What follows belongs to an exercise in optimizing a design on an open flow for small area; a production flow would make more cautious choices.
RTL that was checked went through simulation tests only; none was proved equivalent to the original.
Only the layout flow was run in run 1; the RTL was not checked for function there.
Power and IR drop assume default switching activity.

**flow/flow/run.sh**
```bash
#!/bin/bash
# Layout flow: the standard ORFS flow (standard.sh), with
#  - the ABC script of the synthesis replaced by flow/abc_area.script
#    (area-oriented mapping; registers are untouched, so they are the
#    standard synthesis's), and
#  - the port buffers made with the smallest buffer cell.
set -euo pipefail
here=$(pwd)
rm -rf "$here/scripts"
cp -r "$FLOW_HOME/scripts" "$here/scripts"
cp "$here/flow/abc_area.script" "$here/scripts/abc_area.script"
bash standard.sh SCRIPTS_DIR="$here/scripts" \
  "BUFFER_PORTS_ARGS=-buffer_cell sky130_fd_sc_hd__buf_1" \
  finish > "$here/flow_make.log" 2>&1
```
**flow/flow/abc_area.script**
```
strash
&get -n
&deepsyn -T 200
&put
dch
map -a
topo
stime -c
```
**flow/standard.sh**
```bash
#!/bin/bash
# synth_recipe.tcl (not shown) runs the flow's synth.tcl, then flattens the netlist and writes it again
# the make line also repeats each setting of config.mk as NAME=value (left out here)
make -C /OpenROAD-flow-scripts/flow DESIGN_CONFIG=/design/flow/config.mk WORK_HOME=/design/flow/orfs CLKGATE_MAP_FILE= SYNTH_SCRIPT=/design/flow/synth_recipe.tcl "${@:-finish}"
```
**flow/config.mk**
```make
export PLATFORM = sky130hd
export DESIGN_NAME = wave_wrapper
export DESIGN_NICKNAME = wave_wrapper
export VERILOG_FILES = /design/flow/design.v
export SDC_FILE = /design/flow/constraint.sdc
export NUM_CORES = 8
export LEC_CHECK = 0
export ABC_AREA = 1
export CAP_MARGIN = 20
export CORE_MARGIN = 2
export CORE_UTILIZATION = 40
export SLEW_MARGIN = 20
```
**flow/constraint.sdc**
```tcl
create_clock -name core_clock -period 10.0 [get_ports {clk}]
set_input_delay 2.0000 -clock core_clock [delete_from_list [all_inputs] [get_ports {clk}]]
set_output_delay 2.0000 -clock core_clock [all_outputs]
set_load 0.01 [all_outputs]
```
**flow/design.v**
```verilog
module sin_quarter (
    input  wire [5:0]  j,
    output reg  [14:0] m
);
    always @(*) begin
        case (j)
            6'd0: m = 15'h0000;
            6'd1: m = 15'h0324;
            6'd2: m = 15'h0648;
            6'd3: m = 15'h096A;
            6'd4: m = 15'h0C8C;
            6'd5: m = 15'h0FAB;
            6'd6: m = 15'h12C8;
            6'd7: m = 15'h15E2;
            6'd8: m = 15'h18F9;
            6'd9: m = 15'h1C0B;
            6'd10: m = 15'h1F1A;
            6'd11: m = 15'h2223;
            6'd12: m = 15'h2528;
            6'd13: m = 15'h2826;
            6'd14: m = 15'h2B1F;
            6'd15: m = 15'h2E11;
            6'd16: m = 15'h30FB;
            6'd17: m = 15'h33DF;
            6'd18: m = 15'h36BA;
            6'd19: m = 15'h398C;
            6'd20: m = 15'h3C56;
            6'd21: m = 15'h3F17;
            6'd22: m = 15'h41CE;
            6'd23: m = 15'h447A;
            6'd24: m = 15'h471C;
            6'd25: m = 15'h49B4;
            6'd26: m = 15'h4C3F;
            6'd27: m = 15'h4EBF;
            6'd28: m = 15'h5133;
            6'd29: m = 15'h539B;
            6'd30: m = 15'h55F5;
            6'd31: m = 15'h5842;
            6'd32: m = 15'h5A82;
            6'd33: m = 15'h5CB3;
            6'd34: m = 15'h5ED7;
            6'd35: m = 15'h60EB;
            6'd36: m = 15'h62F1;
            6'd37: m = 15'h64E8;
            6'd38: m = 15'h66CF;
            6'd39: m = 15'h68A6;
            6'd40: m = 15'h6A6D;
            6'd41: m = 15'h6C23;
            6'd42: m = 15'h6DC9;
            6'd43: m = 15'h6F5E;
            6'd44: m = 15'h70E2;
            6'd45: m = 15'h7254;
            6'd46: m = 15'h73B5;
            6'd47: m = 15'h7504;
            6'd48: m = 15'h7641;
            6'd49: m = 15'h776B;
            6'd50: m = 15'h7884;
            6'd51: m = 15'h7989;
            6'd52: m = 15'h7A7C;
            6'd53: m = 15'h7B5C;
            6'd54: m = 15'h7C29;
            6'd55: m = 15'h7CE3;
            6'd56: m = 15'h7D89;
            6'd57: m = 15'h7E1D;
            6'd58: m = 15'h7E9C;
            6'd59: m = 15'h7F09;
            6'd60: m = 15'h7F61;
            6'd61: m = 15'h7FA6;
            6'd62: m = 15'h7FD8;
            6'd63: m = 15'h7FF5;
            default: m = 15'h0000;
        endcase
    end
endmodule
module ecg_table (
    input  wire [7:0] a,
    output wire [15:0] q
);
    wire new_n25, new_n26, new_n27, new_n28, new_n29, new_n30, new_n31, new_n32;
    wire new_n33, new_n34, new_n35, new_n36, new_n37, new_n38, new_n39, new_n40;
    wire new_n41, new_n42, new_n43, new_n44, new_n45, new_n46, new_n47, new_n48;
    wire new_n49, new_n50, new_n51, new_n52, new_n53, new_n54, new_n55, new_n56;
    wire new_n57, new_n58, new_n59, new_n60, new_n61, new_n62, new_n63, new_n64;
    wire new_n65, new_n66, new_n67, new_n68, new_n69, new_n70, new_n71, new_n72;
    wire new_n73, new_n74, new_n75, new_n76, new_n77, new_n78, new_n79, new_n80;
    wire new_n81, new_n82, new_n83, new_n84, new_n85, new_n86, new_n87, new_n88;
    wire new_n89, new_n90, new_n91, new_n92, new_n93, new_n94, new_n95, new_n96;
    wire new_n97, new_n98, new_n99, new_n100, new_n101, new_n102, new_n103, new_n104;
    wire new_n105, new_n106, new_n107, new_n108, new_n109, new_n110, new_n111, new_n112;
    wire new_n113, new_n114, new_n115, new_n116, new_n117, new_n118, new_n119, new_n120;
    wire new_n121, new_n122, new_n123, new_n124, new_n125, new_n126, new_n127, new_n128;
    wire new_n129, new_n130, new_n131, new_n132, new_n134, new_n135, new_n136, new_n137;
    wire new_n138, new_n139, new_n140, new_n141, new_n142, new_n143, new_n144, new_n145;
    wire new_n146, new_n147, new_n148, new_n149, new_n150, new_n151, new_n152, new_n153;
    wire new_n154, new_n155, new_n156, new_n157, new_n158, new_n159, new_n160, new_n161;
    wire new_n162, new_n163, new_n164, new_n165, new_n166, new_n167, new_n168, new_n169;
    wire new_n170, new_n171, new_n172, new_n173, new_n174, new_n175, new_n176, new_n177;
    wire new_n178, new_n179, new_n180, new_n181, new_n182, new_n183, new_n184, new_n185;
    wire new_n186, new_n187, new_n188, new_n189, new_n190, new_n191, new_n192, new_n193;
    wire new_n194, new_n195, new_n196, new_n197, new_n198, new_n199, new_n200, new_n201;
    wire new_n202, new_n203, new_n204, new_n205, new_n206, new_n207, new_n208, new_n209;
    wire new_n210, new_n211, new_n213, new_n214, new_n215, new_n216, new_n217, new_n218;
    wire new_n219, new_n220, new_n221, new_n222, new_n223, new_n224, new_n225, new_n226;
    wire new_n227, new_n228, new_n229, new_n230, new_n231, new_n232, new_n233, new_n234;
    wire new_n235, new_n236, new_n237, new_n238, new_n239, new_n240, new_n241, new_n242;
    wire new_n243, new_n244, new_n245, new_n246, new_n247, new_n248, new_n249, new_n250;
    wire new_n251, new_n252, new_n253, new_n254, new_n255, new_n256, new_n257, new_n258;
    wire new_n259, new_n260, new_n261, new_n262, new_n263, new_n264, new_n265, new_n266;
    wire new_n267, new_n268, new_n269, new_n270, new_n271, new_n272, new_n273, new_n274;
    wire new_n275, new_n276, new_n278, new_n279, new_n280, new_n281, new_n282, new_n283;
    wire new_n284, new_n285, new_n286, new_n287, new_n288, new_n289, new_n290, new_n291;
    wire new_n292, new_n293, new_n294, new_n295, new_n296, new_n297, new_n298, new_n299;
    wire new_n300, new_n301, new_n302, new_n303, new_n304, new_n305, new_n306, new_n307;
    wire new_n308, new_n309, new_n310, new_n311, new_n312, new_n313, new_n314, new_n315;
    wire new_n316, new_n317, new_n318, new_n319, new_n320, new_n321, new_n322, new_n323;
    wire new_n325, new_n326, new_n327, new_n328, new_n329, new_n330, new_n331, new_n332;
    wire new_n333, new_n334, new_n335, new_n336, new_n337, new_n338, new_n339, new_n340;
    wire new_n341, new_n342, new_n343, new_n344, new_n345, new_n346, new_n347, new_n348;
    wire new_n349, new_n350, new_n351, new_n352, new_n353, new_n354, new_n355, new_n356;
    wire new_n357, new_n358, new_n359, new_n360, new_n361, new_n362, new_n363, new_n364;
    wire new_n365, new_n366, new_n368, new_n369, new_n370, new_n371, new_n372, new_n373;
    wire new_n374, new_n375, new_n376, new_n377, new_n378, new_n379, new_n380, new_n381;
    wire new_n382, new_n383, new_n384, new_n385, new_n386, new_n387, new_n388, new_n389;
    wire new_n390, new_n391, new_n392, new_n393, new_n394, new_n395, new_n396, new_n397;
    wire new_n398, new_n399, new_n400, new_n401, new_n402, new_n403, new_n404, new_n405;
    wire new_n406, new_n407, new_n408, new_n409, new_n410, new_n411, new_n412, new_n413;
    wire new_n414, new_n416, new_n417, new_n418, new_n419, new_n420, new_n421, new_n422;
    wire new_n423, new_n424, new_n425, new_n426, new_n427, new_n428, new_n429, new_n430;
    wire new_n431, new_n432, new_n433, new_n434, new_n435, new_n436, new_n437, new_n438;
    wire new_n439, new_n440, new_n441, new_n442, new_n443, new_n444, new_n445, new_n446;
    wire new_n447, new_n448, new_n449, new_n451, new_n452, new_n453, new_n454, new_n455;
    wire new_n456, new_n457, new_n458, new_n459, new_n460, new_n461, new_n462, new_n463;
    wire new_n464, new_n465, new_n466, new_n467, new_n468, new_n469, new_n470, new_n471;
    wire new_n472, new_n473, new_n474, new_n475, new_n476, new_n477, new_n478, new_n479;
    wire new_n480, new_n481, new_n482, new_n483, new_n484, new_n486, new_n487, new_n488;
    wire new_n489, new_n490, new_n491, new_n492, new_n493, new_n494, new_n495, new_n496;
    wire new_n497, new_n498, new_n499, new_n500, new_n501, new_n502, new_n503, new_n504;
    wire new_n505, new_n506, new_n507, new_n508, new_n509, new_n510, new_n511, new_n512;
    wire new_n513, new_n515, new_n516, new_n517, new_n518, new_n519, new_n520, new_n521;
    wire new_n522, new_n523, new_n524, new_n525, new_n526, new_n527, new_n528, new_n529;
    wire new_n530, new_n531, new_n532, new_n533, new_n534, new_n535, new_n536, new_n537;
    wire new_n538, new_n539, new_n540, new_n541, new_n542, new_n543, new_n545, new_n546;
    wire new_n547, new_n548, new_n549, new_n550, new_n551, new_n552, new_n553, new_n554;
    wire new_n555, new_n556, new_n557, new_n558, new_n559, new_n560, new_n561, new_n562;
    wire new_n563, new_n564, new_n565, new_n566, new_n567, new_n568, new_n569, new_n570;
    wire new_n571, new_n572, new_n573, new_n575, new_n576, new_n577, new_n578, new_n579;
    wire new_n580, new_n581, new_n582, new_n583, new_n584, new_n585, new_n586, new_n587;
    wire new_n588, new_n589, new_n590, new_n591, new_n593, new_n594, new_n595, new_n596;
    wire new_n597, new_n598, new_n599, new_n600, new_n601, new_n602, new_n603, new_n604;
    wire new_n605, new_n606, new_n608, new_n609, new_n610, new_n611, new_n612, new_n613;
    wire new_n614, new_n616, new_n617, new_n618, new_n619, new_n621, new_n622, new_n623;
    wire new_n624, new_n625, new_n626;
    assign new_n25 = ~a[0] & ~a[3];
    assign new_n26 = a[2] & new_n25;
    assign new_n27 = a[0] & ~a[1];
    assign new_n28 = ~a[0] & a[1];
    assign new_n29 = ~new_n27 & ~new_n28;
    assign new_n30 = a[2] & ~new_n29;
    assign new_n31 = ~new_n26 & ~new_n30;
    assign new_n32 = a[4] & a[5];
    assign new_n33 = a[1] & ~a[2];
    assign new_n34 = a[0] & a[3];
    assign new_n35 = new_n33 & new_n34;
    assign new_n36 = new_n32 & ~new_n35;
    assign new_n37 = new_n31 & new_n36;
    assign new_n38 = ~a[4] & ~new_n27;
    assign new_n39 = ~a[3] & ~a[4];
    assign new_n40 = ~new_n38 & ~new_n39;
    assign new_n41 = ~new_n26 & ~new_n40;
    assign new_n42 = ~a[4] & ~a[5];
    assign new_n43 = a[2] & a[3];
    assign new_n44 = new_n42 & ~new_n43;
    assign new_n45 = ~new_n41 & new_n44;
    assign new_n46 = a[1] & a[2];
    assign new_n47 = a[3] & ~new_n46;
    assign new_n48 = ~a[4] & a[5];
    assign new_n49 = ~a[0] & ~a[2];
    assign new_n50 = ~new_n27 & ~new_n49;
    assign new_n51 = new_n48 & new_n50;
    assign new_n52 = new_n47 & new_n51;
    assign new_n53 = a[6] & ~new_n52;
    assign new_n54 = ~new_n45 & new_n53;
    assign new_n55 = ~new_n37 & new_n54;
    assign new_n56 = a[0] & ~a[3];
    assign new_n57 = ~a[1] & new_n56;
    assign new_n58 = a[4] & ~new_n57;
    assign new_n59 = ~a[1] & ~a[2];
    assign new_n60 = ~new_n46 & ~new_n59;
    assign new_n61 = a[0] & ~new_n60;
    assign new_n62 = new_n25 & new_n60;
    assign new_n63 = ~new_n61 & ~new_n62;
    assign new_n64 = new_n58 & ~new_n63;
    assign new_n65 = a[0] & a[2];
    assign new_n66 = ~new_n49 & ~new_n65;
    assign new_n67 = ~a[3] & ~new_n66;
    assign new_n68 = new_n38 & new_n67;
    assign new_n69 = a[3] & ~a[4];
    assign new_n70 = new_n65 & new_n69;
    assign new_n71 = ~new_n68 & ~new_n70;
    assign new_n72 = ~new_n64 & new_n71;
    assign new_n73 = a[5] & ~new_n72;
    assign new_n74 = a[4] & ~a[5];
    assign new_n75 = new_n43 & new_n74;
    assign new_n76 = new_n27 & new_n75;
    assign new_n77 = ~a[6] & ~new_n76;
    assign new_n78 = ~new_n73 & new_n77;
    assign new_n79 = ~new_n55 & ~new_n78;
    assign new_n80 = ~a[7] & ~new_n79;
    assign new_n81 = ~a[0] & a[2];
    assign new_n82 = ~a[3] & ~new_n29;
    assign new_n83 = ~new_n81 & ~new_n82;
    assign new_n84 = new_n38 & new_n83;
    assign new_n85 = a[1] & ~a[3];
    assign new_n86 = a[4] & ~new_n85;
    assign new_n87 = ~new_n28 & new_n86;
    assign new_n88 = ~new_n30 & new_n87;
    assign new_n89 = ~a[5] & ~new_n88;
    assign new_n90 = ~new_n84 & new_n89;
    assign new_n91 = a[3] & new_n33;
    assign new_n92 = ~a[1] & ~a[3];
    assign new_n93 = a[2] & new_n92;
    assign new_n94 = ~new_n91 & ~new_n93;
    assign new_n95 = ~new_n25 & ~new_n34;
    assign new_n96 = ~new_n28 & new_n95;
    assign new_n97 = new_n94 & ~new_n96;
    assign new_n98 = a[2] & ~new_n97;
    assign new_n99 = a[4] & ~new_n98;
    assign new_n100 = a[3] & ~new_n59;
    assign new_n101 = new_n66 & new_n100;
    assign new_n102 = new_n46 & new_n56;
    assign new_n103 = ~a[4] & ~new_n102;
    assign new_n104 = new_n25 & ~new_n46;
    assign new_n105 = new_n103 & ~new_n104;
    assign new_n106 = ~new_n101 & new_n105;
    assign new_n107 = a[5] & ~new_n106;
    assign new_n108 = ~new_n99 & new_n107;
    assign new_n109 = ~new_n90 & ~new_n108;
    assign new_n110 = ~a[6] & ~new_n109;
    assign new_n111 = ~a[0] & ~a[1];
    assign new_n112 = ~a[2] & ~new_n111;
    assign new_n113 = ~new_n28 & new_n66;
    assign new_n114 = ~a[3] & ~new_n113;
    assign new_n115 = ~new_n112 & new_n114;
    assign new_n116 = ~new_n81 & new_n100;
    assign new_n117 = ~new_n115 & ~new_n116;
    assign new_n118 = ~a[0] & a[4];
    assign new_n119 = ~new_n117 & new_n118;
    assign new_n120 = a[0] & new_n47;
    assign new_n121 = new_n25 & ~new_n60;
    assign new_n122 = ~a[4] & ~new_n121;
    assign new_n123 = ~new_n120 & new_n122;
    assign new_n124 = ~a[5] & ~new_n123;
    assign new_n125 = ~new_n119 & new_n124;
    assign new_n126 = a[5] & new_n39;
    assign new_n127 = ~new_n61 & ~new_n81;
    assign new_n128 = new_n126 & ~new_n127;
    assign new_n129 = a[6] & ~new_n128;
    assign new_n130 = ~new_n125 & new_n129;
    assign new_n131 = ~new_n110 & ~new_n130;
    assign new_n132 = a[7] & ~new_n131;
    assign q[0] = ~new_n80 & ~new_n132;
    assign new_n134 = ~a[5] & a[6];
    assign new_n135 = ~a[4] & new_n43;
    assign new_n136 = new_n28 & new_n135;
    assign new_n137 = a[6] & ~new_n136;
    assign new_n138 = ~new_n134 & ~new_n137;
    assign new_n139 = ~a[1] & new_n49;
    assign new_n140 = ~new_n82 & ~new_n139;
    assign new_n141 = new_n42 & ~new_n140;
    assign new_n142 = ~new_n49 & ~new_n59;
    assign new_n143 = a[3] & new_n65;
    assign new_n144 = new_n142 & ~new_n143;
    assign new_n145 = new_n32 & ~new_n144;
    assign new_n146 = ~new_n141 & ~new_n145;
    assign new_n147 = ~new_n138 & new_n146;
    assign new_n148 = ~new_n33 & new_n56;
    assign new_n149 = a[4] & ~new_n148;
    assign new_n150 = ~new_n50 & new_n100;
    assign new_n151 = new_n149 & ~new_n150;
    assign new_n152 = a[3] & ~new_n81;
    assign new_n153 = ~new_n28 & ~new_n61;
    assign new_n154 = new_n152 & new_n153;
    assign new_n155 = new_n151 & ~new_n154;
    assign new_n156 = a[1] & a[3];
    assign new_n157 = a[2] & new_n156;
    assign new_n158 = ~a[4] & ~new_n157;
    assign new_n159 = ~a[2] & new_n34;
    assign new_n160 = new_n158 & ~new_n159;
    assign new_n161 = ~new_n81 & ~new_n92;
    assign new_n162 = new_n160 & new_n161;
    assign new_n163 = a[5] & ~new_n162;
    assign new_n164 = ~new_n155 & new_n163;
    assign new_n165 = new_n28 & new_n75;
    assign new_n166 = ~a[6] & ~new_n165;
    assign new_n167 = ~new_n164 & new_n166;
    assign new_n168 = ~new_n147 & ~new_n167;
    assign new_n169 = ~a[7] & ~new_n168;
    assign new_n170 = ~a[2] & a[4];
    assign new_n171 = ~new_n82 & ~new_n156;
    assign new_n172 = new_n170 & ~new_n171;
    assign new_n173 = ~new_n33 & new_n152;
    assign new_n174 = ~a[4] & ~new_n49;
    assign new_n175 = new_n173 & new_n174;
    assign new_n176 = ~a[3] & ~new_n46;
    assign new_n177 = ~a[4] & new_n176;
    assign new_n178 = ~new_n66 & new_n177;
    assign new_n179 = ~a[5] & ~new_n178;
    assign new_n180 = ~new_n175 & new_n179;
    assign new_n181 = ~new_n172 & new_n180;
    assign new_n182 = a[0] & ~a[2];
    assign new_n183 = ~new_n140 & ~new_n182;
    assign new_n184 = new_n66 & new_n156;
    assign new_n185 = ~new_n183 & ~new_n184;
    assign new_n186 = ~a[4] & ~new_n185;
    assign new_n187 = ~new_n56 & ~new_n176;
    assign new_n188 = ~new_n60 & ~new_n187;
    assign new_n189 = ~new_n104 & ~new_n159;
    assign new_n190 = ~new_n188 & new_n189;
    assign new_n191 = a[4] & new_n190;
    assign new_n192 = a[5] & ~new_n191;
    assign new_n193 = ~new_n186 & new_n192;
    assign new_n194 = ~new_n181 & ~new_n193;
    assign new_n195 = ~a[6] & ~new_n194;
    assign new_n196 = ~new_n112 & ~new_n113;
    assign new_n197 = ~a[4] & ~new_n29;
    assign new_n198 = ~new_n69 & ~new_n197;
    assign new_n199 = ~new_n196 & ~new_n198;
    assign new_n200 = ~a[3] & ~new_n65;
    assign new_n201 = ~new_n28 & new_n200;
    assign new_n202 = a[4] & ~new_n184;
    assign new_n203 = ~new_n201 & new_n202;
    assign new_n204 = ~a[5] & ~new_n203;
    assign new_n205 = ~new_n199 & new_n204;
    assign new_n206 = ~new_n46 & ~new_n182;
    assign new_n207 = new_n126 & new_n206;
    assign new_n208 = a[6] & ~new_n207;
    assign new_n209 = ~new_n205 & new_n208;
    assign new_n210 = ~new_n195 & ~new_n209;
    assign new_n211 = a[7] & ~new_n210;
    assign q[1] = ~new_n169 & ~new_n211;
    assign new_n213 = ~a[3] & new_n49;
    assign new_n214 = a[4] & ~new_n213;
    assign new_n215 = ~new_n201 & new_n214;
    assign new_n216 = ~new_n49 & new_n60;
    assign new_n217 = a[3] & ~new_n216;
    assign new_n218 = a[5] & ~new_n217;
    assign new_n219 = new_n215 & new_n218;
    assign new_n220 = a[3] & ~new_n29;
    assign new_n221 = new_n49 & new_n92;
    assign new_n222 = a[1] & new_n65;
    assign new_n223 = new_n48 & ~new_n222;
    assign new_n224 = ~new_n221 & new_n223;
    assign new_n225 = ~new_n220 & new_n224;
    assign new_n226 = a[2] & ~a[3];
    assign new_n227 = new_n74 & ~new_n226;
    assign new_n228 = ~new_n83 & new_n227;
    assign new_n229 = a[0] & a[1];
    assign new_n230 = new_n100 & ~new_n229;
    assign new_n231 = new_n42 & ~new_n182;
    assign new_n232 = ~new_n230 & new_n231;
    assign new_n233 = ~a[6] & ~new_n232;
    assign new_n234 = ~new_n228 & new_n233;
    assign new_n235 = ~new_n225 & new_n234;
    assign new_n236 = ~new_n219 & new_n235;
    assign new_n237 = new_n43 & ~new_n111;
    assign new_n238 = a[0] & new_n188;
    assign new_n239 = ~new_n237 & ~new_n238;
    assign new_n240 = new_n74 & ~new_n239;
    assign new_n241 = a[3] & ~new_n139;
    assign new_n242 = ~new_n65 & new_n241;
    assign new_n243 = ~a[5] & ~new_n221;
    assign new_n244 = ~a[4] & new_n243;
    assign new_n245 = ~new_n242 & new_n244;
    assign new_n246 = ~a[2] & ~new_n27;
    assign new_n247 = new_n126 & new_n246;
    assign new_n248 = a[6] & ~new_n247;
    assign new_n249 = ~new_n245 & new_n248;
    assign new_n250 = ~new_n240 & new_n249;
    assign new_n251 = ~new_n236 & ~new_n250;
    assign new_n252 = a[7] & ~new_n251;
    assign new_n253 = ~a[2] & ~new_n28;
    assign new_n254 = ~new_n30 & ~new_n253;
    assign new_n255 = ~a[3] & new_n254;
    assign new_n256 = a[4] & ~new_n255;
    assign new_n257 = ~new_n154 & new_n256;
    assign new_n258 = ~a[3] & new_n253;
    assign new_n259 = new_n160 & ~new_n258;
    assign new_n260 = a[5] & ~new_n259;
    assign new_n261 = ~new_n257 & new_n260;
    assign new_n262 = new_n65 & new_n156;
    assign new_n263 = a[4] & new_n262;
    assign new_n264 = ~a[5] & new_n263;
    assign new_n265 = ~a[6] & ~new_n264;
    assign new_n266 = ~new_n261 & new_n265;
    assign new_n267 = new_n52 & new_n117;
    assign new_n268 = new_n32 & ~new_n117;
    assign new_n269 = ~a[5] & new_n39;
    assign new_n270 = ~new_n30 & ~new_n229;
    assign new_n271 = new_n269 & ~new_n270;
    assign new_n272 = a[6] & ~new_n271;
    assign new_n273 = ~new_n268 & new_n272;
    assign new_n274 = ~new_n267 & new_n273;
    assign new_n275 = ~new_n266 & ~new_n274;
    assign new_n276 = ~a[7] & ~new_n275;
    assign q[2] = ~new_n252 & ~new_n276;
    assign new_n278 = new_n100 & ~new_n254;
    assign new_n279 = new_n58 & ~new_n278;
    assign new_n280 = a[1] & ~new_n66;
    assign new_n281 = new_n41 & ~new_n280;
    assign new_n282 = ~a[5] & ~new_n281;
    assign new_n283 = ~new_n279 & new_n282;
    assign new_n284 = new_n59 & new_n126;
    assign new_n285 = ~new_n283 & ~new_n284;
    assign new_n286 = a[6] & ~new_n285;
    assign new_n287 = ~a[5] & ~a[6];
    assign new_n288 = ~new_n201 & ~new_n230;
    assign new_n289 = a[4] & new_n254;
    assign new_n290 = ~new_n288 & ~new_n289;
    assign new_n291 = ~new_n28 & new_n38;
    assign new_n292 = ~new_n290 & ~new_n291;
    assign new_n293 = new_n287 & ~new_n292;
    assign new_n294 = a[5] & ~a[6];
    assign new_n295 = new_n25 & new_n33;
    assign new_n296 = new_n94 & ~new_n295;
    assign new_n297 = a[4] & ~new_n296;
    assign new_n298 = a[3] & new_n59;
    assign new_n299 = ~a[4] & ~new_n298;
    assign new_n300 = ~new_n295 & new_n299;
    assign new_n301 = ~new_n27 & ~new_n159;
    assign new_n302 = new_n300 & new_n301;
    assign new_n303 = ~new_n297 & ~new_n302;
    assign new_n304 = new_n294 & ~new_n303;
    assign new_n305 = a[7] & ~new_n304;
    assign new_n306 = ~new_n293 & new_n305;
    assign new_n307 = ~new_n286 & new_n306;
    assign new_n308 = a[3] & new_n81;
    assign new_n309 = ~a[1] & new_n308;
    assign new_n310 = ~new_n60 & ~new_n95;
    assign new_n311 = ~a[4] & ~new_n310;
    assign new_n312 = ~new_n309 & new_n311;
    assign new_n313 = ~new_n151 & ~new_n312;
    assign new_n314 = new_n294 & ~new_n313;
    assign new_n315 = new_n134 & new_n177;
    assign new_n316 = ~new_n139 & new_n315;
    assign new_n317 = ~new_n86 & ~new_n143;
    assign new_n318 = a[5] & a[6];
    assign new_n319 = ~new_n150 & new_n318;
    assign new_n320 = ~new_n317 & new_n319;
    assign new_n321 = ~a[7] & ~new_n320;
    assign new_n322 = ~new_n316 & new_n321;
    assign new_n323 = ~new_n314 & new_n322;
    assign q[3] = ~new_n307 & ~new_n323;
    assign new_n325 = ~new_n112 & ~new_n190;
    assign new_n326 = new_n100 & new_n206;
    assign new_n327 = ~new_n325 & ~new_n326;
    assign new_n328 = a[4] & ~new_n327;
    assign new_n329 = new_n111 & new_n226;
    assign new_n330 = ~new_n173 & ~new_n329;
    assign new_n331 = new_n160 & new_n330;
    assign new_n332 = new_n134 & ~new_n331;
    assign new_n333 = ~new_n328 & new_n332;
    assign new_n334 = ~new_n156 & new_n299;
    assign new_n335 = ~new_n115 & new_n334;
    assign new_n336 = a[4] & ~new_n262;
    assign new_n337 = ~new_n295 & new_n336;
    assign new_n338 = new_n287 & ~new_n337;
    assign new_n339 = ~new_n335 & new_n338;
    assign new_n340 = ~new_n67 & new_n299;
    assign new_n341 = ~new_n56 & new_n86;
    assign new_n342 = ~new_n113 & new_n341;
    assign new_n343 = new_n294 & ~new_n342;
    assign new_n344 = ~new_n340 & new_n343;
    assign new_n345 = a[7] & ~new_n344;
    assign new_n346 = ~new_n339 & new_n345;
    assign new_n347 = ~new_n333 & new_n346;
    assign new_n348 = new_n31 & new_n100;
    assign new_n349 = ~new_n121 & ~new_n348;
    assign new_n350 = a[4] & ~new_n349;
    assign new_n351 = new_n60 & new_n82;
    assign new_n352 = ~new_n237 & new_n299;
    assign new_n353 = ~new_n351 & new_n352;
    assign new_n354 = new_n294 & ~new_n353;
    assign new_n355 = ~new_n350 & new_n354;
    assign new_n356 = ~a[4] & ~new_n262;
    assign new_n357 = new_n318 & ~new_n356;
    assign new_n358 = ~new_n81 & new_n176;
    assign new_n359 = a[3] & new_n280;
    assign new_n360 = ~new_n358 & ~new_n359;
    assign new_n361 = new_n357 & ~new_n360;
    assign new_n362 = ~a[1] & new_n66;
    assign new_n363 = new_n315 & new_n362;
    assign new_n364 = ~a[7] & ~new_n363;
    assign new_n365 = ~new_n361 & new_n364;
    assign new_n366 = ~new_n355 & new_n365;
    assign q[4] = ~new_n347 & ~new_n366;
    assign new_n368 = ~new_n188 & ~new_n308;
    assign new_n369 = ~new_n156 & new_n368;
    assign new_n370 = a[4] & ~new_n369;
    assign new_n371 = new_n69 & new_n254;
    assign new_n372 = new_n82 & new_n174;
    assign new_n373 = new_n134 & ~new_n372;
    assign new_n374 = ~new_n371 & new_n373;
    assign new_n375 = ~new_n370 & new_n374;
    assign new_n376 = ~new_n114 & ~new_n173;
    assign new_n377 = a[4] & ~new_n376;
    assign new_n378 = new_n300 & ~new_n362;
    assign new_n379 = new_n294 & ~new_n378;
    assign new_n380 = ~new_n377 & new_n379;
    assign new_n381 = a[3] & ~new_n49;
    assign new_n382 = ~new_n222 & new_n381;
    assign new_n383 = new_n103 & ~new_n258;
    assign new_n384 = ~new_n382 & new_n383;
    assign new_n385 = ~new_n214 & new_n287;
    assign new_n386 = ~new_n384 & new_n385;
    assign new_n387 = a[7] & ~new_n386;
    assign new_n388 = ~new_n380 & new_n387;
    assign new_n389 = ~new_n375 & new_n388;
    assign new_n390 = new_n30 & new_n69;
    assign new_n391 = a[3] & new_n112;
    assign new_n392 = a[4] & ~new_n391;
    assign new_n393 = ~new_n43 & ~new_n112;
    assign new_n394 = a[3] & ~new_n50;
    assign new_n395 = ~new_n393 & ~new_n394;
    assign new_n396 = new_n392 & new_n395;
    assign new_n397 = ~new_n390 & ~new_n396;
    assign new_n398 = a[5] & ~new_n397;
    assign new_n399 = new_n182 & new_n269;
    assign new_n400 = ~new_n398 & ~new_n399;
    assign new_n401 = a[6] & ~new_n400;
    assign new_n402 = a[3] & new_n270;
    assign new_n403 = new_n56 & ~new_n59;
    assign new_n404 = ~a[4] & ~new_n403;
    assign new_n405 = ~new_n402 & new_n404;
    assign new_n406 = ~a[4] & new_n294;
    assign new_n407 = ~new_n43 & new_n229;
    assign new_n408 = new_n294 & ~new_n407;
    assign new_n409 = ~new_n62 & ~new_n298;
    assign new_n410 = new_n408 & new_n409;
    assign new_n411 = ~new_n406 & ~new_n410;
    assign new_n412 = ~new_n405 & ~new_n411;
    assign new_n413 = ~a[7] & ~new_n412;
    assign new_n414 = ~new_n401 & new_n413;
    assign q[5] = ~new_n389 & ~new_n414;
    assign new_n416 = ~new_n35 & ~new_n111;
    assign new_n417 = ~new_n188 & new_n416;
    assign new_n418 = a[4] & ~new_n417;
    assign new_n419 = ~a[4] & ~new_n220;
    assign new_n420 = new_n368 & new_n419;
    assign new_n421 = ~new_n418 & ~new_n420;
    assign new_n422 = new_n134 & ~new_n421;
    assign new_n423 = ~a[4] & ~new_n67;
    assign new_n424 = ~new_n359 & new_n423;
    assign new_n425 = new_n368 & new_n424;
    assign new_n426 = ~new_n67 & ~new_n156;
    assign new_n427 = a[4] & ~new_n426;
    assign new_n428 = a[5] & ~new_n427;
    assign new_n429 = ~new_n425 & new_n428;
    assign new_n430 = ~new_n68 & new_n243;
    assign new_n431 = ~a[6] & ~new_n430;
    assign new_n432 = ~new_n429 & new_n431;
    assign new_n433 = ~new_n422 & ~new_n432;
    assign new_n434 = a[7] & ~new_n433;
    assign new_n435 = a[4] & new_n294;
    assign new_n436 = ~a[2] & ~new_n241;
    assign new_n437 = new_n408 & ~new_n436;
    assign new_n438 = ~new_n435 & ~new_n437;
    assign new_n439 = ~new_n298 & ~new_n326;
    assign new_n440 = new_n256 & new_n439;
    assign new_n441 = ~new_n438 & ~new_n440;
    assign new_n442 = ~a[4] & new_n134;
    assign new_n443 = ~a[3] & ~new_n142;
    assign new_n444 = new_n442 & new_n443;
    assign new_n445 = ~new_n65 & ~new_n139;
    assign new_n446 = new_n357 & ~new_n445;
    assign new_n447 = ~new_n444 & ~new_n446;
    assign new_n448 = ~new_n441 & new_n447;
    assign new_n449 = ~a[7] & ~new_n448;
    assign q[6] = new_n434 | new_n449;
    assign new_n451 = ~a[3] & new_n190;
    assign new_n452 = ~new_n242 & ~new_n451;
    assign new_n453 = a[4] & new_n452;
    assign new_n454 = new_n197 & ~new_n452;
    assign new_n455 = a[5] & ~new_n454;
    assign new_n456 = ~new_n453 & new_n455;
    assign new_n457 = ~a[4] & ~new_n30;
    assign new_n458 = new_n241 & new_n457;
    assign new_n459 = new_n243 & ~new_n458;
    assign new_n460 = ~a[6] & ~new_n459;
    assign new_n461 = ~new_n456 & new_n460;
    assign new_n462 = new_n97 & new_n442;
    assign new_n463 = a[4] & ~new_n65;
    assign new_n464 = new_n134 & new_n463;
    assign new_n465 = ~new_n221 & new_n464;
    assign new_n466 = ~new_n101 & new_n465;
    assign new_n467 = a[7] & ~new_n466;
    assign new_n468 = ~new_n462 & new_n467;
    assign new_n469 = ~new_n461 & new_n468;
    assign new_n470 = a[1] & ~new_n65;
    assign new_n471 = new_n381 & ~new_n470;
    assign new_n472 = new_n256 & ~new_n471;
    assign new_n473 = ~new_n40 & ~new_n359;
    assign new_n474 = new_n187 & new_n473;
    assign new_n475 = ~a[6] & ~new_n474;
    assign new_n476 = ~new_n472 & new_n475;
    assign new_n477 = new_n82 & new_n170;
    assign new_n478 = new_n137 & ~new_n263;
    assign new_n479 = ~new_n477 & new_n478;
    assign new_n480 = a[5] & ~new_n479;
    assign new_n481 = ~new_n476 & new_n480;
    assign new_n482 = new_n221 & new_n442;
    assign new_n483 = ~a[7] & ~new_n482;
    assign new_n484 = ~new_n481 & new_n483;
    assign q[7] = ~new_n469 & ~new_n484;
    assign new_n486 = new_n149 & ~new_n154;
    assign new_n487 = ~a[3] & ~new_n222;
    assign new_n488 = new_n160 & ~new_n487;
    assign new_n489 = ~new_n486 & ~new_n488;
    assign new_n490 = new_n294 & ~new_n489;
    assign new_n491 = a[4] & new_n318;
    assign new_n492 = ~new_n200 & new_n491;
    assign new_n493 = ~new_n394 & new_n492;
    assign new_n494 = ~a[7] & ~new_n493;
    assign new_n495 = ~new_n490 & new_n494;
    assign new_n496 = ~a[3] & a[4];
    assign new_n497 = ~new_n59 & new_n206;
    assign new_n498 = new_n496 & ~new_n497;
    assign new_n499 = ~a[4] & ~new_n97;
    assign new_n500 = new_n153 & new_n499;
    assign new_n501 = ~new_n498 & ~new_n500;
    assign new_n502 = new_n134 & ~new_n501;
    assign new_n503 = new_n161 & new_n406;
    assign new_n504 = new_n360 & new_n503;
    assign new_n505 = a[4] & ~new_n59;
    assign new_n506 = new_n287 & ~new_n505;
    assign new_n507 = ~new_n288 & new_n506;
    assign new_n508 = ~new_n50 & new_n294;
    assign new_n509 = new_n392 & new_n508;
    assign new_n510 = a[7] & ~new_n509;
    assign new_n511 = ~new_n507 & new_n510;
    assign new_n512 = ~new_n504 & new_n511;
    assign new_n513 = ~new_n502 & new_n512;
    assign q[8] = ~new_n495 & ~new_n513;
    assign new_n515 = new_n153 & new_n496;
    assign new_n516 = ~new_n91 & new_n445;
    assign new_n517 = new_n383 & new_n516;
    assign new_n518 = ~new_n515 & ~new_n517;
    assign new_n519 = new_n134 & ~new_n518;
    assign new_n520 = ~new_n148 & ~new_n497;
    assign new_n521 = a[4] & ~new_n351;
    assign new_n522 = ~new_n520 & new_n521;
    assign new_n523 = new_n69 & new_n470;
    assign new_n524 = a[5] & ~new_n523;
    assign new_n525 = ~new_n522 & new_n524;
    assign new_n526 = ~a[4] & ~new_n81;
    assign new_n527 = ~new_n226 & new_n526;
    assign new_n528 = new_n243 & ~new_n527;
    assign new_n529 = ~a[6] & ~new_n528;
    assign new_n530 = ~new_n525 & new_n529;
    assign new_n531 = ~new_n519 & ~new_n530;
    assign new_n532 = a[7] & ~new_n531;
    assign new_n533 = ~new_n43 & new_n214;
    assign new_n534 = new_n357 & ~new_n533;
    assign new_n535 = ~new_n139 & new_n176;
    assign new_n536 = ~a[1] & ~new_n49;
    assign new_n537 = a[3] & ~new_n536;
    assign new_n538 = ~new_n535 & ~new_n537;
    assign new_n539 = a[4] & ~new_n538;
    assign new_n540 = new_n294 & ~new_n473;
    assign new_n541 = ~new_n539 & new_n540;
    assign new_n542 = ~new_n534 & ~new_n541;
    assign new_n543 = ~a[7] & ~new_n542;
    assign q[9] = new_n532 | new_n543;
    assign new_n545 = a[3] & new_n153;
    assign new_n546 = ~new_n351 & ~new_n545;
    assign new_n547 = new_n435 & ~new_n546;
    assign new_n548 = ~new_n40 & ~new_n85;
    assign new_n549 = ~new_n326 & new_n548;
    assign new_n550 = a[4] & ~new_n443;
    assign new_n551 = new_n134 & ~new_n550;
    assign new_n552 = ~new_n549 & new_n551;
    assign new_n553 = ~a[6] & new_n42;
    assign new_n554 = ~new_n226 & new_n553;
    assign new_n555 = a[3] & new_n29;
    assign new_n556 = new_n554 & ~new_n555;
    assign new_n557 = new_n135 & new_n294;
    assign new_n558 = ~new_n262 & new_n557;
    assign new_n559 = ~new_n556 & ~new_n558;
    assign new_n560 = ~new_n552 & new_n559;
    assign new_n561 = ~new_n547 & new_n560;
    assign new_n562 = a[7] & ~new_n561;
    assign new_n563 = a[2] & new_n187;
    assign new_n564 = ~new_n258 & ~new_n563;
    assign new_n565 = ~a[7] & new_n491;
    assign new_n566 = ~new_n564 & new_n565;
    assign new_n567 = new_n392 & ~new_n535;
    assign new_n568 = new_n60 & new_n381;
    assign new_n569 = ~a[4] & ~new_n568;
    assign new_n570 = ~a[7] & new_n294;
    assign new_n571 = ~new_n569 & new_n570;
    assign new_n572 = ~new_n567 & new_n571;
    assign new_n573 = ~new_n566 & ~new_n572;
    assign q[10] = new_n562 | ~new_n573;
    assign new_n575 = ~new_n216 & new_n392;
    assign new_n576 = ~new_n262 & ~new_n575;
    assign new_n577 = new_n294 & ~new_n576;
    assign new_n578 = ~new_n116 & ~new_n443;
    assign new_n579 = new_n553 & ~new_n578;
    assign new_n580 = ~new_n33 & ~new_n93;
    assign new_n581 = ~new_n159 & new_n442;
    assign new_n582 = new_n580 & new_n581;
    assign new_n583 = ~new_n579 & ~new_n582;
    assign new_n584 = ~new_n577 & new_n583;
    assign new_n585 = a[7] & ~new_n584;
    assign new_n586 = ~new_n57 & ~new_n237;
    assign new_n587 = new_n565 & ~new_n586;
    assign new_n588 = new_n241 & new_n435;
    assign new_n589 = ~new_n158 & new_n570;
    assign new_n590 = ~new_n588 & new_n589;
    assign new_n591 = ~new_n587 & ~new_n590;
    assign q[11] = new_n585 | ~new_n591;
    assign new_n593 = new_n60 & new_n200;
    assign new_n594 = ~new_n143 & ~new_n593;
    assign new_n595 = new_n565 & ~new_n594;
    assign new_n596 = ~new_n213 & new_n287;
    assign new_n597 = ~new_n278 & new_n596;
    assign new_n598 = ~a[6] & ~new_n241;
    assign new_n599 = new_n550 & new_n598;
    assign new_n600 = a[5] & ~new_n599;
    assign new_n601 = ~new_n43 & ~new_n176;
    assign new_n602 = a[6] & ~new_n601;
    assign new_n603 = a[7] & ~new_n74;
    assign new_n604 = ~new_n602 & new_n603;
    assign new_n605 = ~new_n600 & new_n604;
    assign new_n606 = ~new_n597 & new_n605;
    assign q[12] = new_n595 | new_n606;
    assign new_n608 = new_n111 & ~new_n152;
    assign new_n609 = new_n554 & new_n608;
    assign new_n610 = ~new_n315 & ~new_n588;
    assign new_n611 = ~new_n609 & new_n610;
    assign new_n612 = a[7] & ~new_n611;
    assign new_n613 = ~a[7] & new_n318;
    assign new_n614 = new_n263 & new_n613;
    assign q[13] = new_n612 | new_n614;
    assign new_n616 = new_n157 & new_n565;
    assign new_n617 = a[7] & new_n287;
    assign new_n618 = new_n39 & new_n59;
    assign new_n619 = new_n617 & new_n618;
    assign q[14] = new_n616 | new_n619;
    assign new_n621 = new_n100 & ~new_n174;
    assign new_n622 = ~a[4] & ~new_n100;
    assign new_n623 = new_n613 & ~new_n622;
    assign new_n624 = ~new_n621 & new_n623;
    assign new_n625 = ~new_n177 & new_n617;
    assign new_n626 = ~new_n215 & new_n625;
    assign q[15] = new_n624 | new_n626;
endmodule
module wave_wrapper(
 input clk,
 input rst,
 input enable,
 input [2:0] wave_in_wrapper,
 input [2:0] amp_wrapper,
 input [1:0] dc_wrapper,
 input [1:0] sel_f_wrapper,
 input [1:0] noise_sel,
 input [2:0] noise_amp,
 output [23:0] wave_out
);
 reg  [7:0] dcnt;
 reg        clk_en;
 reg  [7:0] dlast;
 wire [7:0] dinc;
 always @(*) begin
  case (sel_f_wrapper)
   2'b00: dlast = 8'd194;
   2'b01: dlast = 8'd38;
   2'b10: dlast = 8'd3;
   default: dlast = 8'd1;
  endcase
 end
 rca #(8) u_dinc (.a(dcnt), .b(8'd0), .ci(1'b1), .s(dinc), .co());
 wire dhit = (dcnt == dlast);
 always @(posedge clk) begin
  dcnt   <= (rst | dhit) ? 8'd0 : dinc;
  clk_en <= ~rst & dhit;
 end
 reg r1, r2, c1, c2;
 reg [7:0] aqq;
 always @(posedge clk) begin
  r1 <= rst;
  r2 <= r1;
  c1 <= clk_en;
  c2 <= c1;
 end
 wire [7:0] ainc;
 rca #(8) u_ainc (.a(aqq), .b(8'd0), .ci(c2), .s(ainc), .co());
 wire [7:0] aprev = r2 ? 8'd0 : ainc;           
 always @(posedge clk) aqq <= aprev;
 wire [2:0] anow_t;
 rca #(3) u_anow (.a(aprev[7:5]), .b(3'd0), .ci(c1 & (&aprev[4:0])), .s(anow_t), .co());
 wire [2:0] anow = r1 ? 3'd0 : anow_t;          
 reg level;
 reg below;
 always @(*) begin
  case (dc_wrapper)
   2'b00: below = (anow == 3'd0);
   2'b01: below = (anow[2:1] == 2'd0);
   2'b10: below = ~anow[2];
   default: below = ~(anow[2] & anow[1]);
  endcase
 end
 always @(posedge clk) level <= below;
 reg [11:0] step_up;
 reg [15:0] step_dn_neg;
 always @(*) begin
  case (sel_f_wrapper)
   2'b00: begin step_up = 12'd2048; step_dn_neg = 16'hFEDC; end   
   2'b01: begin step_up = 12'd1024; step_dn_neg = 16'hFEAB; end   
   2'b10: begin step_up = 12'd512;  step_dn_neg = 16'hFE00; end   
   default: begin step_up = 12'd341; step_dn_neg = 16'hFC00; end  
  endcase
 end
 reg  [15:0] saw_u;
 wire [15:0] saw_sum;
 rca #(16) u_saw (.a(saw_u), .b(clk_en ? {4'd0, step_up} : 16'd0), .ci(1'b0), .s(saw_sum), .co());
 always @(posedge clk)
  saw_u <= (rst | (clk_en & ~level)) ? 16'd0 : saw_sum;
 wire [15:0] saw = {~saw_u[15], saw_u[14:0]};
 reg  [15:0] trig_u;
 wire [15:0] trig_sum;
 wire        trig_co;
 wire [15:0] trig_step = ~clk_en ? 16'd0 : level ? {4'd0, step_up} : step_dn_neg;
 rca #(16) u_trig (.a(trig_u), .b(trig_step), .ci(1'b0), .s(trig_sum), .co(trig_co));
 wire trig_ovf = clk_en & (level ? trig_co : ~trig_co);
 always @(posedge clk)
  trig_u <= rst ? 16'd0 : trig_ovf ? {16{level}} : trig_sum;
 wire [15:0] trig = {~trig_u[15], trig_u[14:0]};
 wire        sgn = aqq[7];
 wire [5:0]  jneg;
 rca #(6) u_jneg (.a(~aqq[5:0]), .b(6'd0), .ci(1'b1), .s(jneg), .co());
 wire [5:0]  j = aqq[6] ? jneg : aqq[5:0];
 wire        top = aqq[6] & ~(|aqq[5:0]);
 wire [14:0] mq;
 sin_quarter u_sin (.j(j), .m(mq));
 wire [14:0] mag = mq | {15{top}};
 wire [15:0] ecg_sm;
 ecg_table u_ecg (.a(aqq), .q(ecg_sm));
 wire ws0 = (wave_in_wrapper == 3'd0);
 wire ws1 = (wave_in_wrapper == 3'd1);
 wire ws2 = (wave_in_wrapper == 3'd2);
 wire ws3 = (wave_in_wrapper == 3'd3);
 wire ws4 = (wave_in_wrapper == 3'd4);
 wire [15:0] vsel = ({16{ws0}} & {~level, {15{level}}})
                  | ({16{ws1}} & saw)
                  | ({16{ws2}} & trig)
                  | ({16{ws3}} & {1'b0, mag})
                  | ({16{ws4}} & {1'b0, ecg_sm[14:0]});
 wire neg = (ws3 & sgn) | (ws4 & ecg_sm[15]);
 wire [15:0] wave = vsel ^ {16{neg}};
 wire wfill = neg;
 wire wm2 = ~rst & (amp_wrapper == 3'd2);
 wire wm1 = ~rst & (amp_wrapper == 3'd1);
 wire wp1 = ~rst & (amp_wrapper == 3'd3);
 wire wp2 = ~rst & (amp_wrapper == 3'd4);
 wire w0  = ~rst & ~(amp_wrapper == 3'd1 | amp_wrapper == 3'd2 | amp_wrapper == 3'd3 | amp_wrapper == 3'd4);
 wire noff = rst | enable;
 wire nm2 = ~noff & (noise_amp == 3'd2);
 wire nm1 = ~noff & (noise_amp == 3'd1);
 wire np1 = ~noff & (noise_amp == 3'd3);
 wire np2 = ~noff & (noise_amp == 3'd4);
 wire n0  = ~noff & ~(noise_amp == 3'd1 | noise_amp == 3'd2 | noise_amp == 3'd3 | noise_amp == 3'd4);
 wire [17:0] wsc, nsc;
 shifter u_wsh (.x(wave), .fill(wfill), .m2(wm2), .m1(wm1), .z(w0), .p1(wp1), .p2(wp2), .y(wsc));
 reg  [15:0] lfsr;
 shifter u_nsh (.x(lfsr), .fill(1'b0), .m2(nm2), .m1(nm1), .z(n0), .p1(np1), .p2(np2), .y(nsc));
 wire cin = neg & (w0 | wp1 | wp2 | (wm1 & ~vsel[0]) | (wm2 & ~vsel[0] & ~vsel[1]));
 wire [9:0] lo;
 wire       c10;
 rca #(10) u_lo (.a(wsc[9:0]), .b(nsc[9:0]), .ci(cin), .s(lo), .co(c10));
 reg  [9:0] lo_r;
 reg        c10_r;
 reg  [7:0] wh_r, nh_r;
 always @(posedge clk) begin
  lo_r  <= lo;
  c10_r <= c10;
  wh_r  <= wsc[17:10];
  nh_r  <= nsc[17:10];
 end
 wire [8:0] hi;
 rca #(9) u_hi (.a({wh_r[7], wh_r}), .b({nh_r[7], nh_r}), .ci(c10_r), .s(hi), .co());
 assign wave_out = {{5{hi[8]}}, hi, lo_r};
 reg  [15:0] ncnt;
 reg         nen;
 reg  [15:0] nlast;
 wire [15:0] ninc;
 always @(*) begin
  case (noise_sel)
   2'b00: nlast = 16'd2499;
   2'b01: nlast = 16'd499;
   2'b10: nlast = 16'd249;
   default: nlast = 16'd124;
  endcase
 end
 rca #(16) u_ninc (.a(ncnt), .b(16'd0), .ci(1'b1), .s(ninc), .co());
 wire nhit = (ncnt == nlast);
 always @(posedge clk) begin
  ncnt <= (rst | nhit) ? 16'd0 : ninc;
  nen  <= ~rst & nhit;
 end
 always @(posedge clk) begin
  if (rst)
   lfsr <= 16'hAD38;
  else if (nen)
   lfsr <= {lfsr[15] ^ lfsr[13] ^ lfsr[12] ^ lfsr[10], lfsr[15:1]};
 end
endmodule
module rca #(parameter W = 8) (
 input  [W-1:0] a,
 input  [W-1:0] b,
 input          ci,
 output [W-1:0] s,
 output         co
);
 wire [W:0] c;
 assign c[0] = ci;
 genvar i;
 generate
  for (i = 0; i < W; i = i + 1) begin : bit_
   assign s[i]   = a[i] ^ b[i] ^ c[i];
   assign c[i+1] = (a[i] & b[i]) | (c[i] & (a[i] ^ b[i]));
  end
 endgenerate
 assign co = c[W];
endmodule
module shifter (
 input  [15:0] x,
 input         fill,
 input         m2, m1, z, p1, p2,
 output [17:0] y
);
 wire [21:0] e = {{4{x[15]}}, x, fill, fill};    
 genvar i;
 generate
  for (i = 0; i < 18; i = i + 1) begin : bit_
   assign y[i] = (m2 & e[i+4]) | (m1 & e[i+3]) | (z & e[i+2]) | (p1 & e[i+1]) | (p2 & e[i]);
  end
 endgenerate
endmodule
```
==> results of run 1 <==
report_power, final:
group / total [W] / internal, W / switching (W)
logic: 0.000162 / 0.0000490 / 0.000113
clock network: 0.000620 / 0.000355 / 0.000265
registers: 0.000477 / 0.000469 / 0.00000807
through the flow:
step	power, W	utilization	instances
4_1_cts	0.001265	0.4796	1748
5_1_grt	0.001306	0.4798	1748
2_1_floorplan	0.0005823	-	1302
3_5_place_dp	0.0006441	0.4538	1716
3_3_place_gp	0.0006455	0.4538	1716
6_report	0.001259	0.4798	1748
layout make-up:
type,instances,area (um^2)
clock buffer,17,425.4
inverter,267,1002
clock inverter,15,161.4
fill,2376,11850
multi-input combinational,916,6023
tap,313,391.6
timing repair buffer,106,641.9
sequential,114,2282
registers in the layout, indices dropped and copies added (netlist names), 8 cells and up:
name,cells
saw_u,16
lo_r,10
nh_r,8
trig_u,16
lfsr,16
wh_r,8
ncnt,16
dcnt,8
aqq,8
cell families (layout without fill, tap and decap cells):
group           Yosys count  in the layout  share of synthesized area
xor+xnor                 20             20                    0.01875
flops                   114            114                     0.2443
buf+inv                 272            405                     0.1113
fa+ha+maj               108            108                     0.1776
simple gates            397            397                     0.1773
compound gates          391            391                     0.2707
metal layers:
layer | vias up | wire length (um) | global-route usage
met5 | - | 11 | 0
met4 | 2 | 2692 | 0.1931
met3 | 200 | 4739 | 0.09526
met2 | 771 | 17400 | 0.5102
met1 | 4966 | 17150 | 0.4703
li1 | 4819 | - | -
synth_stat cells (3+ instances only):
master,number
sky130_fd_sc_hd__a31oi_1,13
sky130_fd_sc_hd__nand2_1,82
sky130_fd_sc_hd__buf_4,5
sky130_fd_sc_hd__o211ai_1,18
sky130_fd_sc_hd__ha_1,67
sky130_fd_sc_hd__nor3_1,32
sky130_fd_sc_hd__o311ai_0,6
sky130_fd_sc_hd__a211oi_1,19
sky130_fd_sc_hd__a21oi_1,102
sky130_fd_sc_hd__a32oi_1,8
sky130_fd_sc_hd__nor2_1,212
sky130_fd_sc_hd__a41oi_1,3
sky130_fd_sc_hd__nand3_1,46
sky130_fd_sc_hd__clkinv_1,267
sky130_fd_sc_hd__o31ai_1,5
sky130_fd_sc_hd__a311oi_1,4
sky130_fd_sc_hd__a2111oi_0,5
sky130_fd_sc_hd__nand4_1,17
sky130_fd_sc_hd__o32ai_1,3
sky130_fd_sc_hd__o2111ai_1,18
sky130_fd_sc_hd__dfxtp_1,114
sky130_fd_sc_hd__a221oi_1,14
sky130_fd_sc_hd__o22ai_1,52
sky130_fd_sc_hd__a22oi_1,19
sky130_fd_sc_hd__xnor2_1,6
sky130_fd_sc_hd__a32o_1,3
sky130_fd_sc_hd__o21ai_0,74
sky130_fd_sc_hd__fa_1,41
sky130_fd_sc_hd__o221ai_1,17
sky130_fd_sc_hd__xor2_1,14
worst register-to-register path: cells and delay by family, from the launching register on:
| kind | cells | cell delay [ns] |
|---|---|---|
| compound gates | 5 | 0.71 |
| xor+xnor | 1 | 0.16 |
| fa+ha+maj | 13 | 5.03 |
| buf+inv | 8 | 1.37 |
| flops | 1 | 0.33 |
| simple gates | 5 | 1.15 |
cells in the final DEF (no fill, tap or decap), drive strengths merged, types with 41 or more instances in the layout:
cell and n:
clkinv 267, nor2 212, dfxtp 114, buf 106, a21oi 102, nand2 82, o21ai 74, ha 67
o22ai 52, nand3 46, fa 41
worst max-delay path by stage:
stage | from | endpoint | slack (ns) | depth (start not counted)
floorplan | aqq[0] | lo_r[9] | 0.98 | 31
global placement | sel_f_wrapper[0] | trig_u[15] | 0.63 | 31
detailed placement | sel_f_wrapper[0] | trig_u[14] | 0.42 | 31
CTS | sel_f_wrapper[0] | trig_u[14] | 0.81 | 31
global route | sel_f_wrapper[0] | trig_u[2] | 0.10 | 31
finish | sel_f_wrapper[0] | trig_u[3] | 0.78 | 31
==> impl_summary.log, run 1 <==
INFO  metric power.density = approximately 120 nW/um^2
INFO  metric setup_tns = 0 ns
INFO  metric status = timing/DRC/antenna clean
INFO  metric holdCritStartpoint = r1
INFO  metric wl = 42.00 mm
INFO  metric crit_type = primary input to flop
INFO  metric htree_num_levels = 4
INFO  metric worst_path_max_delay_cell = sky130_fd_sc_hd__fa_1
INFO  metric cts.hold.buffers_added = 0
INFO  metric clk_transition_reported_paths = 0.07 ns
INFO  metric grt_pass1_wl = roughly 64 mm
INFO  metric core_area = about 23000 um^2
INFO  metric cts_repair_resize_count = 0
INFO  metric drtPass1Iterations = 6
INFO  metric synth_cell_type_count = 42
INFO  metric drv_slew = 0
INFO  metric num_vias = 10758
INFO  metric ys_async_rst_share = 0
INFO  metric worst_slack = between 0.7 and 0.8 ns
INFO  metric synth_to_final_area_change = 16.98%
INFO  metric tightestPinTransition = between 1 and 1.5 ns
INFO  metric post-cts-setup-buffers = 0
INFO  metric synth_top_flop_cell = sky130_fd_sc_hd__dfxtp_1
INFO  metric stdcell_area = approximately 11000 um^2
INFO  metric cp.required = 10.34 ns
INFO  metric slew_headroom = 0.2733
INFO  metric class_of_the_most_critical_hold_timing_path = flop to flop
INFO  metric worstPathArrival = approximately 9.6 ns
INFO  metric die_area = between 20000 and 25000 um^2
INFO  metric finish.net_count = approximately 1500
INFO  metric critical_path.endpoint_type = flop
INFO  metric critical-path-top-delay-family = adder cells
INFO  metric fin_hold_ws = 0.3895 ns
INFO  metric cap_violations = 0
INFO  metric static_leakage = around 4.1 nW
INFO  metric grt.overflow.total = 0
INFO  metric remaining_drc_errors = 0
INFO  metric synth_enable_flop_cells = 0
INFO  metric fmaxAchievable = between 100 and 150 MHz
INFO  metric rr_worst_depth = 32
INFO  metric die_h = 156.8 um
INFO  metric yosysTopAreaCellShare = 0.2443
INFO  metric synth.ff_latch_count = 114
INFO  metric fp.dieW = 156.8 um
INFO  metric viasPerCell = around 6.2
INFO  metric num_antenna_cells = 0
INFO  metric period_share = 0.9218
INFO  metric r2r_start = aqq[0]
INFO  metric synth_cells = 1302
INFO  metric port-buffer-count = 41
INFO  metric critical_path.max_stage_delay = 0.41 ns
INFO  metric timing.hold.worst_endpoint = r2
INFO  metric first_iter_violations = 1486
INFO  metric critical_path.reg2reg.endpoint = lo_r[9]
INFO  metric critical_path_start_type = primary input
INFO  metric cts.sinks = 114
INFO  metric finalWeightedCongestion = approximately 1.1
INFO  metric r2r_setup_slack = between 1 and 1.5 ns
INFO  metric grt_start_max_net_pins = 29
INFO  metric track_usage = 0.3514
INFO  metric syn_area = 9341 um^2
INFO  metric synth_top_cells_by_area = sky130_fd_sc_hd__dfxtp_1 (24%), sky130_fd_sc_hd__clkinv_1 (11%), sky130_fd_sc_hd__ha_1 (9.0%)
INFO  metric worst_path_most_repeated_cell = sky130_fd_sc_hd__fa_1
INFO  metric grt_pass1_vias = roughly 10000
INFO  metric syn_area_per_cell = ~7 um^2
INFO  metric synth.yosys.warnings = 2
INFO  metric cts_made_buffers = 17
INFO  metric setup_viol = 0
INFO  metric grt_setup_unrepaired = no
INFO  metric path_max_fanout = 16
INFO  metric ant_nets = 0
INFO  metric initial_utilization = 0.4101
INFO  metric max-clock-path-buffers = 2
INFO  metric ir_worst_vdd = about 0.091 mV
INFO  metric timing_hold_violations_final = 0
INFO  metric hold_depth = 0
INFO  metric number_of_antenna_violations_at_the_first_check_in_global_routing = 1
INFO  metric boundaryPins = between 40 and 50
INFO  metric postPlaceCellArea = 10340 um^2
INFO  metric share_of_synthesized_area_occupied_by_flip_flops_and_latches = 0.2443
INFO  metric root_buffer = sky130_fd_sc_hd__clkbuf_16
INFO  metric tritoncts = yes
INFO  metric synthDominantAreaCellType = sky130_fd_sc_hd__dfxtp_1
INFO  metric synthesis.nets = approximately 1400
INFO  metric final_period_minus_worst_setup_slack = 9.218 ns
INFO  metric placement_rows = 55
INFO  metric place_worst_setup_slack = roughly 0.42 ns
INFO  metric clock_skew = roughly 0.018 ns
INFO  metric drive_above_1_share = 0.07108
INFO  metric detailed_place_hpwl = 32.82 mm
INFO  metric worst_skew_pair.late_latency = 0.42 ns
INFO  metric crit_buf_inv = 11
INFO  metric wl_per_cell = 24.03 um
==> inputs of run 2 (changes only) <==
--- a/flow/design.v
+++ b/flow/design.v
@@ -770,17 +770,16 @@
  reg        clk_en;
  reg  [7:0] dlast;
- wire [7:0] dinc;
  always @(*) begin
   case (sel_f_wrapper)
-   2'b00: dlast = 8'd194;
-   2'b01: dlast = 8'd38;
-   2'b10: dlast = 8'd3;
-   default: dlast = 8'd1;
+   2'b00: dlast = 8'h32;
+   2'b01: dlast = 8'h02;
+   2'b10: dlast = 8'h2A;
+   default: dlast = 8'h0A;
   endcase
  end
- rca #(8) u_dinc (.a(dcnt), .b(8'd0), .ci(1'b1), .s(dinc), .co());
+ wire dfb = dcnt[7] ^ dcnt[4] ^ dcnt[2] ^ dcnt[1] ^ ~(|dcnt[6:0]);
  wire dhit = (dcnt == dlast);
  always @(posedge clk) begin
-  dcnt   <= (rst | dhit) ? 8'd0 : dinc;
+  dcnt   <= (rst | dhit) ? 8'h85 : {dcnt[6:0], dfb};
   clk_en <= ~rst & dhit;
  end
@@ -893,17 +892,16 @@
  reg         nen;
  reg  [15:0] nlast;
- wire [15:0] ninc;
  always @(*) begin
   case (noise_sel)
-   2'b00: nlast = 16'd2499;
-   2'b01: nlast = 16'd499;
-   2'b10: nlast = 16'd249;
-   default: nlast = 16'd124;
+   2'b00: nlast = 16'hF801;
+   2'b01: nlast = 16'hF809;
+   2'b10: nlast = 16'hD085;
+   default: nlast = 16'hD885;
   endcase
  end
- rca #(16) u_ninc (.a(ncnt), .b(16'd0), .ci(1'b1), .s(ninc), .co());
+ wire nfb = ncnt[15] ^ ncnt[11] ^ ncnt[8] ^ ncnt[6] ^ ~(|ncnt[14:0]);
  wire nhit = (ncnt == nlast);
  always @(posedge clk) begin
-  ncnt <= (rst | nhit) ? 16'd0 : ninc;
+  ncnt <= (rst | nhit) ? 16'h65C2 : {ncnt[14:0], nfb};
   nen  <= ~rst & nhit;
  end
--- a/flow/flow/run.sh
+++ b/flow/flow/run.sh
@@ -3,6 +3,8 @@
 #  - the ABC script of the synthesis replaced by flow/abc_area.script
 #    (area-oriented mapping; registers are untouched, so they are the
-#    standard synthesis's), and
-#  - the port buffers made with the smallest buffer cell.
+#    standard synthesis's),
+#  - the port buffers made with the smallest buffer cell,
+#  - clock tree synthesis with smaller clock buffers and no dummy loads.
+# make's output goes to flow_make.log; each ORFS step logs to orfs/logs/.
 set -euo pipefail
 here=$(pwd)
@@ -12,3 +14,4 @@
 bash standard.sh SCRIPTS_DIR="$here/scripts" \
   "BUFFER_PORTS_ARGS=-buffer_cell sky130_fd_sc_hd__buf_1" \
+  "CTS_ARGS=-sink_clustering_enable -repair_clock_nets -dont_use_dummy_load -buf_list sky130_fd_sc_hd__clkbuf_8" \
   finish > "$here/flow_make.log" 2>&1
--- a/flow/config.mk
+++ b/flow/config.mk
@@ -10,3 +10,4 @@
 export CORE_MARGIN = 2
 export CORE_UTILIZATION = 40
+export GPL_TIMING_DRIVEN = 0
 export SLEW_MARGIN = 20
==> run 2 against run 1 <==
Against the previous run: still clean on timing, DRC and antenna; sequential power about the same; sequential cell count unchanged; global-route usage decreased by 2.7 points; clock skew increased by 0.0061 ns; via count decreased by 5.8%; clock power decreased by 51%; die area decreased by 2.7%; fmax decreased by 5.2%; first-iteration DRC count decreased by 24%; largest power group is now registers.
==> impl_summary.log, run 2 <==
INFO  metric clock_skew = 0.02447 ns
INFO  metric worst_skew_pair.late_latency = 0.42 ns
INFO  metric worstPathArrival = 10.01 ns
INFO  metric crit_type = primary input to flop
INFO  metric yosysTopAreaCellShare = 0.2512
INFO  metric yosys.cell_count.top_type = sky130_fd_sc_hd__clkinv_1
INFO  metric grt_pass1_wl = 58.73 mm
INFO  metric viasPerCell = 6.208
INFO  metric slew_headroom = 0.2513
INFO  metric synth_enable_flop_cells = 0
INFO  metric fmaxAchievable = between 100 and 150 MHz
INFO  metric cts.hold.buffers_added = 0
INFO  metric die_h = 154.7 um
INFO  metric static_leakage = 3.450 nW
INFO  metric period_share = 0.9728
INFO  metric synth_cells = 1285
INFO  metric stdcell_area = a little under 10000 um^2
INFO  metric path_max_fanout = 16
INFO  metric wl_per_cell = ~24 um
INFO  metric cts_made_buffers = 17
INFO  metric synthDominantAreaCellType = sky130_fd_sc_hd__dfxtp_1
INFO  metric boundaryPins = 42
INFO  metric holdCritStartpoint = r1
INFO  metric critical_path.max_stage_delay = roughly 0.57 ns
INFO  metric power_frac_seq = 0.546
INFO  metric mostFrequentLayoutCells = sky130_fd_sc_hd__clkinv_1 (235), sky130_fd_sc_hd__nor2_1 (191), sky130_fd_sc_hd__nand2_1 (114), sky130_fd_sc_hd__dfxtp_1 (109), sky130_fd_sc_hd__o21ai_0 (102)
INFO  metric critical-path-top-delay-family = adder cells
INFO  metric finalWeightedCongestion = 1.017
INFO  metric tritoncts = yes
INFO  metric track_usage = 0.3243
INFO  metric cp.required = 10.28 ns
INFO  metric grt.overflow.total = 0
INFO  metric wl = 38.81 mm
INFO  metric fin_hold_ws = roughly 0.34 ns
INFO  metric port-buffer-count = 41
INFO  metric worst_path_most_repeated_cell = sky130_fd_sc_hd__fa_1
INFO  metric finish.net_count = ~1500
INFO  metric grt_start_max_net_pins = 27
INFO  metric share_of_synthesized_area_occupied_by_flip_flops_and_latches = 0.2512
INFO  metric swShare = 0.2577
INFO  metric synth.yosys.warnings = 2
INFO  metric status = timing/DRC/antenna clean
INFO  metric max-clock-path-buffers = 2
INFO  metric fp.dieW = ~150 um
INFO  metric worst_setup_path_startpoint = wave_in_wrapper[2]
INFO  metric first_iter_violations = roughly 1100
INFO  metric r2r_start = aqq[5]
INFO  metric synth_top_cells_by_area = sky130_fd_sc_hd__dfxtp_1 (25%), sky130_fd_sc_hd__clkinv_1 (10%), sky130_fd_sc_hd__fa_1 (9.0%)
INFO  metric core_area = between 20000 and 25000 um^2
==> run 2: per-layer routing <==
| layer | vias up | GRT usage | part of all wire |
|---|---|---|---|
| met4 | 2 | 0.1398 | 0.051 |
| li1 | 4642 | - | - |
| met1 | 4685 | 0.4387 | 0.42 |
| met3 | 140 | 0.07761 | 0.10 |
| met2 | 663 | 0.4940 | 0.43 |
| met5 | - | 0 | 0.00028 |
==> run 2: final cells by class <==
type,count,area share
Clock buffer,17,0.02358
Sequential cell,114,0.2312
Timing Repair Buffer,44,0.01791
Timing Repair inverter,1,0.0005045
Tap cell,285,0.03594
Multi-Input combinational cell,924,0.5944
Buffer,5,0.003784
Inverter,242,0.09270
==> run 2: cell families after synthesis <==
family / Yosys count / share of synthesized area
AO/OA/AOI/OAI: 403 / 0.2815
XOR/XNOR: 17 / 0.01639
adder cells (fa/ha/maj): 88 / 0.1551
buffers and inverters: 247 / 0.1041
flip-flops: 114 / 0.2512
AND/OR/NAND/NOR: 416 / 0.1917
==> run 2: final timing paths <==
check	end	cells past startpoint	slack, ns
hold reg to reg	r2	0	0.34
hold / removal	r2	0	0.34
setup / recovery	lo_r[9]	24	0.27
setup reg to reg	lo_r[9]	23	0.33
==> run 2: worst register-to-register path, cell delays in order, from the launching register on <==
cell                        delay [ns]
sky130_fd_sc_hd__dfxtp_1          0.55
sky130_fd_sc_hd__clkinv_1         0.49
sky130_fd_sc_hd__nor2_1           0.73
sky130_fd_sc_hd__clkinv_1         0.52
sky130_fd_sc_hd__nor2_1           0.84
sky130_fd_sc_hd__clkinv_1         0.58
sky130_fd_sc_hd__o21ai_0          0.48
sky130_fd_sc_hd__o2111ai_1        0.27
sky130_fd_sc_hd__nor2_1           0.21
sky130_fd_sc_hd__xor2_1           0.29
sky130_fd_sc_hd__a221oi_1         0.19
sky130_fd_sc_hd__fa_1             0.49
sky130_fd_sc_hd__fa_1             0.43
sky130_fd_sc_hd__fa_1             0.46
sky130_fd_sc_hd__fa_1             0.47
sky130_fd_sc_hd__fa_1             0.46
sky130_fd_sc_hd__fa_1             0.44
sky130_fd_sc_hd__fa_1             0.43
sky130_fd_sc_hd__clkinv_1         0.07
sky130_fd_sc_hd__fa_1             0.17
sky130_fd_sc_hd__clkinv_1         0.08
sky130_fd_sc_hd__fa_1             0.42
sky130_fd_sc_hd__clkinv_1         0.07
sky130_fd_sc_hd__fa_1             0.37
==> run 2: stage by stage <==
stage | cells | utilization
final | 1632 | 0.4422
after global routing | 1632 | 0.4422
after CTS | 1631 | 0.4402
after detailed placement | 1614 | 0.4291
after global placement | 1611 | 0.4277
after floorplan | 1285 | -
==> run 2: power by group through the flow <==
stage / registers [W] / logic, W / clock network, W
after floorplan: 0.000490 / 0.0000608 / 0
after global routing: 0.000481 / 0.000108 / 0.000330
after global placement: 0.000489 / 0.0000951 / 0
after CTS: 0.000479 / 0.0000966 / 0.000310
after detailed placement: 0.000489 / 0.0000964 / 0
final: 0.000479 / 0.0000972 / 0.000301
==> run 2: timing repair <==
action,CTS,global route
setup buffers,0,0
setup endpoints to repair,4,12
gates cloned,0,1
resized for setup,9,13
pin swaps,0,0

## what the ideal ports hide
In the flow no input, the clock included, has a driving cell. The finished layouts below were timed again as built, in two steps.
Step 1 assumes that a clkbuf_16 drives the clock port and a buf_2 every other input.
Step 2 times the ports against the registers' clock, not the clock port: input delays grow and output delays shrink by t, the midpoint of the rising clock arrivals with the driver on.
a / b / c = ideal ports / drivers / drivers and shift; a / b = the first two.
| run | shift t [ns] | setup WS [ns] | latest minus earliest clock arrival (ns) |
|---|---|---|---|
| run 1 | 0.460 | 0.782 / 0.801 / 0.341 | 0.018 / 0.019 |
| run 2 | 0.452 | 0.272 / 0.274 / -0.178 | 0.035 / 0.035 |
Met with ideal ports but missed after step 2: setup timing in run 2. For run 2, which loses most, drivers alone change the setup slack by +0.002 ns; drivers and shift together by -0.450 ns.
